From an optimization exercise on the open Yosys and OpenROAD flow, aimed at small area; shortcuts taken in it are not production practice.
The RTL was checked by simulation tests, not by an equivalence proof against the original design.
Power and IR drop assume default switching activity.

## BobTop
module BobTop (
	clock,
	reset,
	rx,
	runway_override,
	emergency_override,
	tx,
	framing_error,
	runway_active,
	emergency,
	receiving,
	sending
);
Size: ~720 cells after synthesis, roughly 0.0089 mm^2 of cells after synthesis.
export LEC_CHECK = 0
export CAP_MARGIN = 20
export CORE_MARGIN = 2
export CORE_UTILIZATION = 65
export SLEW_MARGIN = 20
create_clock -name core_clock -period 40.0 [get_ports {clock}]
standard.sh (not shown) runs the stock make flow with config.mk's settings and CLKGATE_MAP_FILE= SYNTH_SCRIPT=/design/flow/synth_recipe.tcl, a recipe that flattens the netlist after the stock synthesis.
==> flow/flow/run.sh <==
#!/bin/bash
# Own flow: the standard synthesis, then an area-oriented re-mapping of its
# combinational logic (registers kept as they are), then the standard layout.
# Each tool's output goes to a log file of its own in this folder.
set -euo pipefail
W=$(pwd)
R=$W/orfs/results/${FLOW_PLATFORM}/BobTop/base
L=$W/orfs/logs/${FLOW_PLATFORM}/BobTop/base
LIB=$FLOW_HOME/platforms/${FLOW_PLATFORM}/lib/sky130_fd_sc_hd__tt_025C_1v80.lib
YOSYS=$FLOW_HOME/../tools/install/yosys/bin/yosys
[[ -x $YOSYS ]] || YOSYS=yosys

bash standard.sh synth > $W/flow_synth.log 2>&1

# re-map the combinational logic for area
cp $R/1_2_yosys.v $W/synth_standard.v
DU=$(grep -m1 "abc -script" $L/1_2_yosys.log | grep -o -- "-dont_use [^ ]*" | tr '\n' ' ')
# two rounds of three re-mapping runs with different deepsyn seeds; each
# round starts from the smallest result so far
IN=$W/synth_standard.v
for r in 1 2; do
  for k in 1 2 3; do
    sed "s|-S 7|-S $((k + 3 * r))|" flow/area.abc > $W/area_${r}_$k.abc
    sed "s|@LIB@|$LIB|g; s|@DU@|$DU|g; s|@IN@|$IN|g; s|@OUT@|$W/synth_resyn_${r}_$k.v|g; s|@ABC@|$W/area_${r}_$k.abc|g" \
      flow/resyn.ys > $W/resyn_${r}_$k.ys
    $YOSYS -s $W/resyn_${r}_$k.ys > $W/flow_resyn_${r}_$k.log 2>&1 &
  done
  wait
  for k in 1 2 3; do
    a=$(grep "Chip area for module" $W/flow_resyn_${r}_$k.log | tail -1 | awk '{print $NF}')
    if [[ -n "$a" && -s $W/synth_resyn_${r}_$k.v ]] && grep -q "Found and reported 0 problems" $W/flow_resyn_${r}_$k.log; then
      if [[ -z "${best_area:-}" ]] || awk -v a="$a" -v b="$best_area" 'BEGIN{exit !(a<b)}'; then IN=$W/synth_resyn_${r}_$k.v; best_area=$a; fi
    fi
  done
  echo "round $r: best $IN with area ${best_area:-none}" >> $W/flow_resyn_choice.log
done
[[ $IN != $W/synth_standard.v ]]
cp $IN $W/synth_resyn.v
cp $W/synth_resyn.v $R/1_2_yosys.v

# clock tree of small buffers without dummy loads; port buffers of the
# smallest buffer
CTS="-sink_clustering_enable -repair_clock_nets -dont_use_dummy_load"
CTS="$CTS -sink_clustering_size 11 -sink_clustering_max_diameter 45"
CTS="$CTS -buf_list sky130_fd_sc_hd__clkbuf_4"
bash standard.sh "CTS_ARGS=$CTS" "BUFFER_PORTS_ARGS=-buffer_cell sky130_fd_sc_hd__buf_1" finish > $W/flow_finish.log 2>&1
==> flow/flow/area.abc <==
strash
dc2
&get -n
&deepsyn -T 60 -S 7
&dch -f
&nf -a -R 2000 -E 1000
&put
Other scripts of this flow, unchanged in this note and not shown: flow/flow/resyn.ys
Edit:
==> flow/flow/run.sh (replaced) <==
#!/bin/bash
# Own flow: the standard synthesis, then an area-oriented re-mapping of its
# combinational logic (registers kept as they are), then the standard layout.
# Each tool's output goes to a log file of its own in this folder.
set -euo pipefail
W=$(pwd)
R=$W/orfs/results/${FLOW_PLATFORM}/BobTop/base
L=$W/orfs/logs/${FLOW_PLATFORM}/BobTop/base
LIB=$FLOW_HOME/platforms/${FLOW_PLATFORM}/lib/sky130_fd_sc_hd__tt_025C_1v80.lib
YOSYS=$FLOW_HOME/../tools/install/yosys/bin/yosys
[[ -x $YOSYS ]] || YOSYS=yosys

bash standard.sh synth > $W/flow_synth.log 2>&1

# re-map the combinational logic for area
cp $R/1_2_yosys.v $W/synth_standard.v
DU=$(grep -m1 "abc -script" $L/1_2_yosys.log | grep -o -- "-dont_use [^ ]*" | tr '\n' ' ')
# three runs of the re-mapping with different deepsyn seeds; keep the smallest
for k in 1 2 3; do
  sed "s|-S 7|-S $k|" flow/area.abc > $W/area_$k.abc
  sed "s|@LIB@|$LIB|g; s|@DU@|$DU|g; s|@IN@|$W/synth_standard.v|g; s|@OUT@|$W/synth_resyn_$k.v|g; s|@ABC@|$W/area_$k.abc|g" \
    flow/resyn.ys > $W/resyn_$k.ys
  $YOSYS -s $W/resyn_$k.ys > $W/flow_resyn_$k.log 2>&1 &
done
wait
best=""; best_area=""
for k in 1 2 3; do
  a=$(grep "Chip area for module" $W/flow_resyn_$k.log | tail -1 | awk '{print $NF}')
  if [[ -n "$a" && -s $W/synth_resyn_$k.v ]] && grep -q "Found and reported 0 problems" $W/flow_resyn_$k.log; then
    if [[ -z "$best" ]] || awk -v a="$a" -v b="$best_area" 'BEGIN{exit !(a<b)}'; then best=$k; best_area=$a; fi
  fi
done
echo "re-mapping runs: best $best with area $best_area" > $W/flow_resyn_choice.log
cp $W/synth_resyn_$best.v $W/synth_resyn.v
cp $W/synth_resyn.v $R/1_2_yosys.v

# clock tree of small buffers without dummy loads; port buffers of the
# smallest buffer
CTS="-sink_clustering_enable -repair_clock_nets -dont_use_dummy_load"
CTS="$CTS -sink_clustering_size 10 -sink_clustering_max_diameter 50"
CTS="$CTS -buf_list sky130_fd_sc_hd__clkbuf_4"
bash standard.sh "CTS_ARGS=$CTS" "BUFFER_PORTS_ARGS=-buffer_cell sky130_fd_sc_hd__buf_1" finish > $W/flow_finish.log 2>&1
- CORE_UTILIZATION: 65 -> 45
- CTS_BUF_LIST: not set -> sky130_fd_sc_hd__clkbuf_4
- CTS_CLUSTER_DIAMETER: not set -> 50
- CTS_CLUSTER_SIZE: not set -> 10
Result: Non-clock buffer count is unchanged. Via count increases by 0.35%. Clock power goes up by about 8%. Combinational power falls by about 8%. Worst setup slack is better by 5.8 ps. Sequential share of layout area falls by 1.1 points. Area after synthesis rose by about 0.45%. Clock skew came out higher by 33 ps. Register-to-register slack degrades by 740 ps. Sequential power stays flat. Wire length rises by 6.7%.
Edit:
==> flow/flow/run.sh (replaced) <==
#!/bin/bash
# Own flow: the standard synthesis, then an area-oriented re-mapping of its
# combinational logic (registers kept as they are), then the standard layout.
# Each tool's output goes to a log file of its own in this folder.
set -euo pipefail
W=$(pwd)
R=$W/orfs/results/${FLOW_PLATFORM}/BobTop/base
L=$W/orfs/logs/${FLOW_PLATFORM}/BobTop/base
LIB=$FLOW_HOME/platforms/${FLOW_PLATFORM}/lib/sky130_fd_sc_hd__tt_025C_1v80.lib
YOSYS=$FLOW_HOME/../tools/install/yosys/bin/yosys
[[ -x $YOSYS ]] || YOSYS=yosys

bash standard.sh synth > $W/flow_synth.log 2>&1

# re-map the combinational logic for area
cp $R/1_2_yosys.v $W/synth_standard.v
DU=$(grep -m1 "abc -script" $L/1_2_yosys.log | grep -o -- "-dont_use [^ ]*" | tr '\n' ' ')
# three rounds of three re-mapping runs with different deepsyn seeds; each
# round starts from the smallest result so far
IN=$W/synth_standard.v
for r in 1; do
  for k in 1 2 3; do
    sed "s|-S 7|-S $((k + 3 * r))|" flow/area.abc > $W/area_${r}_$k.abc
    sed "s|@LIB@|$LIB|g; s|@DU@|$DU|g; s|@IN@|$IN|g; s|@OUT@|$W/synth_resyn_${r}_$k.v|g; s|@ABC@|$W/area_${r}_$k.abc|g" \
      flow/resyn.ys > $W/resyn_${r}_$k.ys
    $YOSYS -s $W/resyn_${r}_$k.ys > $W/flow_resyn_${r}_$k.log 2>&1 &
  done
  wait
  for k in 1 2 3; do
    a=$(grep "Chip area for module" $W/flow_resyn_${r}_$k.log | tail -1 | awk '{print $NF}')
    if [[ -n "$a" && -s $W/synth_resyn_${r}_$k.v ]] && grep -q "Found and reported 0 problems" $W/flow_resyn_${r}_$k.log; then
      if [[ -z "${best_area:-}" ]] || awk -v a="$a" -v b="$best_area" 'BEGIN{exit !(a<b)}'; then IN=$W/synth_resyn_${r}_$k.v; best_area=$a; fi
    fi
  done
  echo "round $r: best $IN with area ${best_area:-none}" >> $W/flow_resyn_choice.log
done
[[ $IN != $W/synth_standard.v ]]
cp $IN $W/synth_resyn.v
cp $W/synth_resyn.v $R/1_2_yosys.v

# clock tree of small buffers without dummy loads; port buffers of the
# smallest buffer
CTS="-sink_clustering_enable -repair_clock_nets -dont_use_dummy_load"
CTS="$CTS -sink_clustering_size 30 -sink_clustering_max_diameter 60"
CTS="$CTS -buf_list sky130_fd_sc_hd__clkbuf_16"
bash standard.sh "CTS_ARGS=$CTS" "BUFFER_PORTS_ARGS=-buffer_cell sky130_fd_sc_hd__buf_1" finish > $W/flow_finish.log 2>&1
==> flow/flow/area.abc (replaced) <==
strash
dc2
&get -n
&deepsyn -T 30 -S 7
&dch -f
&nf -a -R 2000 -E 1000
&put
- CORE_UTILIZATION: 45 -> 65
- CTS_BUF_LIST: sky130_fd_sc_hd__clkbuf_4 -> not set
- CTS_CLUSTER_DIAMETER: 50 -> not set
- CTS_CLUSTER_SIZE: 10 -> not set
Effect:
- core utilization rises by 23 points
- total power rose by 3.3%
- sequential share of layout area went down by 0.48 points
- sequential power went down by about 2%
- via count grows by 2.5%
- non-clock buffer count grows by 3
Edit:
==> flow/flow/run.sh (replaced) <==
#!/bin/bash
# Own flow: the standard synthesis, then an area-oriented re-mapping of its
# combinational logic (registers kept as they are), then the standard layout.
# Each tool's output goes to a log file of its own in this folder.
set -euo pipefail
W=$(pwd)
R=$W/orfs/results/${FLOW_PLATFORM}/BobTop/base
L=$W/orfs/logs/${FLOW_PLATFORM}/BobTop/base
LIB=$FLOW_HOME/platforms/${FLOW_PLATFORM}/lib/sky130_fd_sc_hd__tt_025C_1v80.lib
YOSYS=$FLOW_HOME/../tools/install/yosys/bin/yosys
[[ -x $YOSYS ]] || YOSYS=yosys

bash standard.sh synth > $W/flow_synth.log 2>&1

# re-map the combinational logic for area
cp $R/1_2_yosys.v $W/synth_standard.v
DU=$(grep -m1 "abc -script" $L/1_2_yosys.log | grep -o -- "-dont_use [^ ]*" | tr '\n' ' ')
sed "s|@LIB@|$LIB|g; s|@DU@|$DU|g; s|@IN@|$W/synth_standard.v|g; s|@OUT@|$W/synth_resyn.v|g; s|@ABC@|$W/flow/area.abc|g" \
  flow/resyn.ys > $W/resyn.ys
$YOSYS -s $W/resyn.ys > $W/flow_resyn.log 2>&1
cp $W/synth_resyn.v $R/1_2_yosys.v

# clock tree of small buffers without dummy loads; port buffers of the
# smallest buffer
CTS="-sink_clustering_enable -repair_clock_nets -dont_use_dummy_load"
CTS="$CTS -sink_clustering_size 10 -sink_clustering_max_diameter 50"
CTS="$CTS -buf_list sky130_fd_sc_hd__clkbuf_4"
bash standard.sh "CTS_ARGS=$CTS" "BUFFER_PORTS_ARGS=-buffer_cell sky130_fd_sc_hd__buf_1" finish > $W/flow_finish.log 2>&1
==> flow/flow/area.abc (replaced) <==
strash
dc2
&get -n
&deepsyn -T 60 -S 7
&dch -f
&nf -a -R 2000 -E 1000
&put
- CORE_UTILIZATION: 65 -> 45
- CTS_BUF_LIST: not set -> sky130_fd_sc_hd__clkbuf_4
- CTS_CLUSTER_DIAMETER: not set -> 50
- CTS_CLUSTER_SIZE: not set -> 10
Result: Final area went down by 0.43%; count of clock-buffer cells in the layout goes up by 16; routed wire length went up by 3.6%; synthesized cell count came out lower by about 2.7%; worst hold slack degrades by 5.1 ps; worst setup slack is better by 31 ps; sequential power went up by about 1%; via count falls by 2.6%; first-iteration DRC count went down by 31%; global-route usage went down by 7.6 points; area after synthesis hardly moves.

==> re-timing with driven ports <==
How much do the figures lean on ideal ports? The routed layouts below were timed once more, with nothing changed but the port constraints. Step 1: set_driving_cell puts a clkbuf_16 on clock and a buf_2 on each other input, an assumption about the parent block. Step 2 also shifts input and output timing later by t, the mid clock arrival at the registers, as if the neighbouring blocks saw the same clock. Three values: ideal, step 1, step 2; two values: the first two.
run | t (ns) | setup WS [ns] | hold WS [ns] | worst setup path after step 2 | worst register clock-pin slew, ns
the first run | 0.645 | 23.182 / 23.163 / 23.163 | 0.341 / 0.341 / 0.341 | input to output | 0.12 / 0.12
the second run | 0.656 | 23.188 / 23.164 / 23.164 | 0.336 / 0.336 / 0.336 | input to output | 0.11 / 0.11
the third run | 0.506 | 23.515 / 23.496 / 23.496 | 0.343 / 0.343 / 0.343 | input to output | 0.10 / 0.10
the fourth run | 0.690 | 23.546 / 23.527 / 23.527 | 0.337 / 0.337 / 0.337 | input to output | 0.12 / 0.12
After both steps setup and hold are still met in every run listed. For the second run, which loses most, drivers alone change the setup slack by -0.024 ns; drivers and shift together by -0.024 ns.
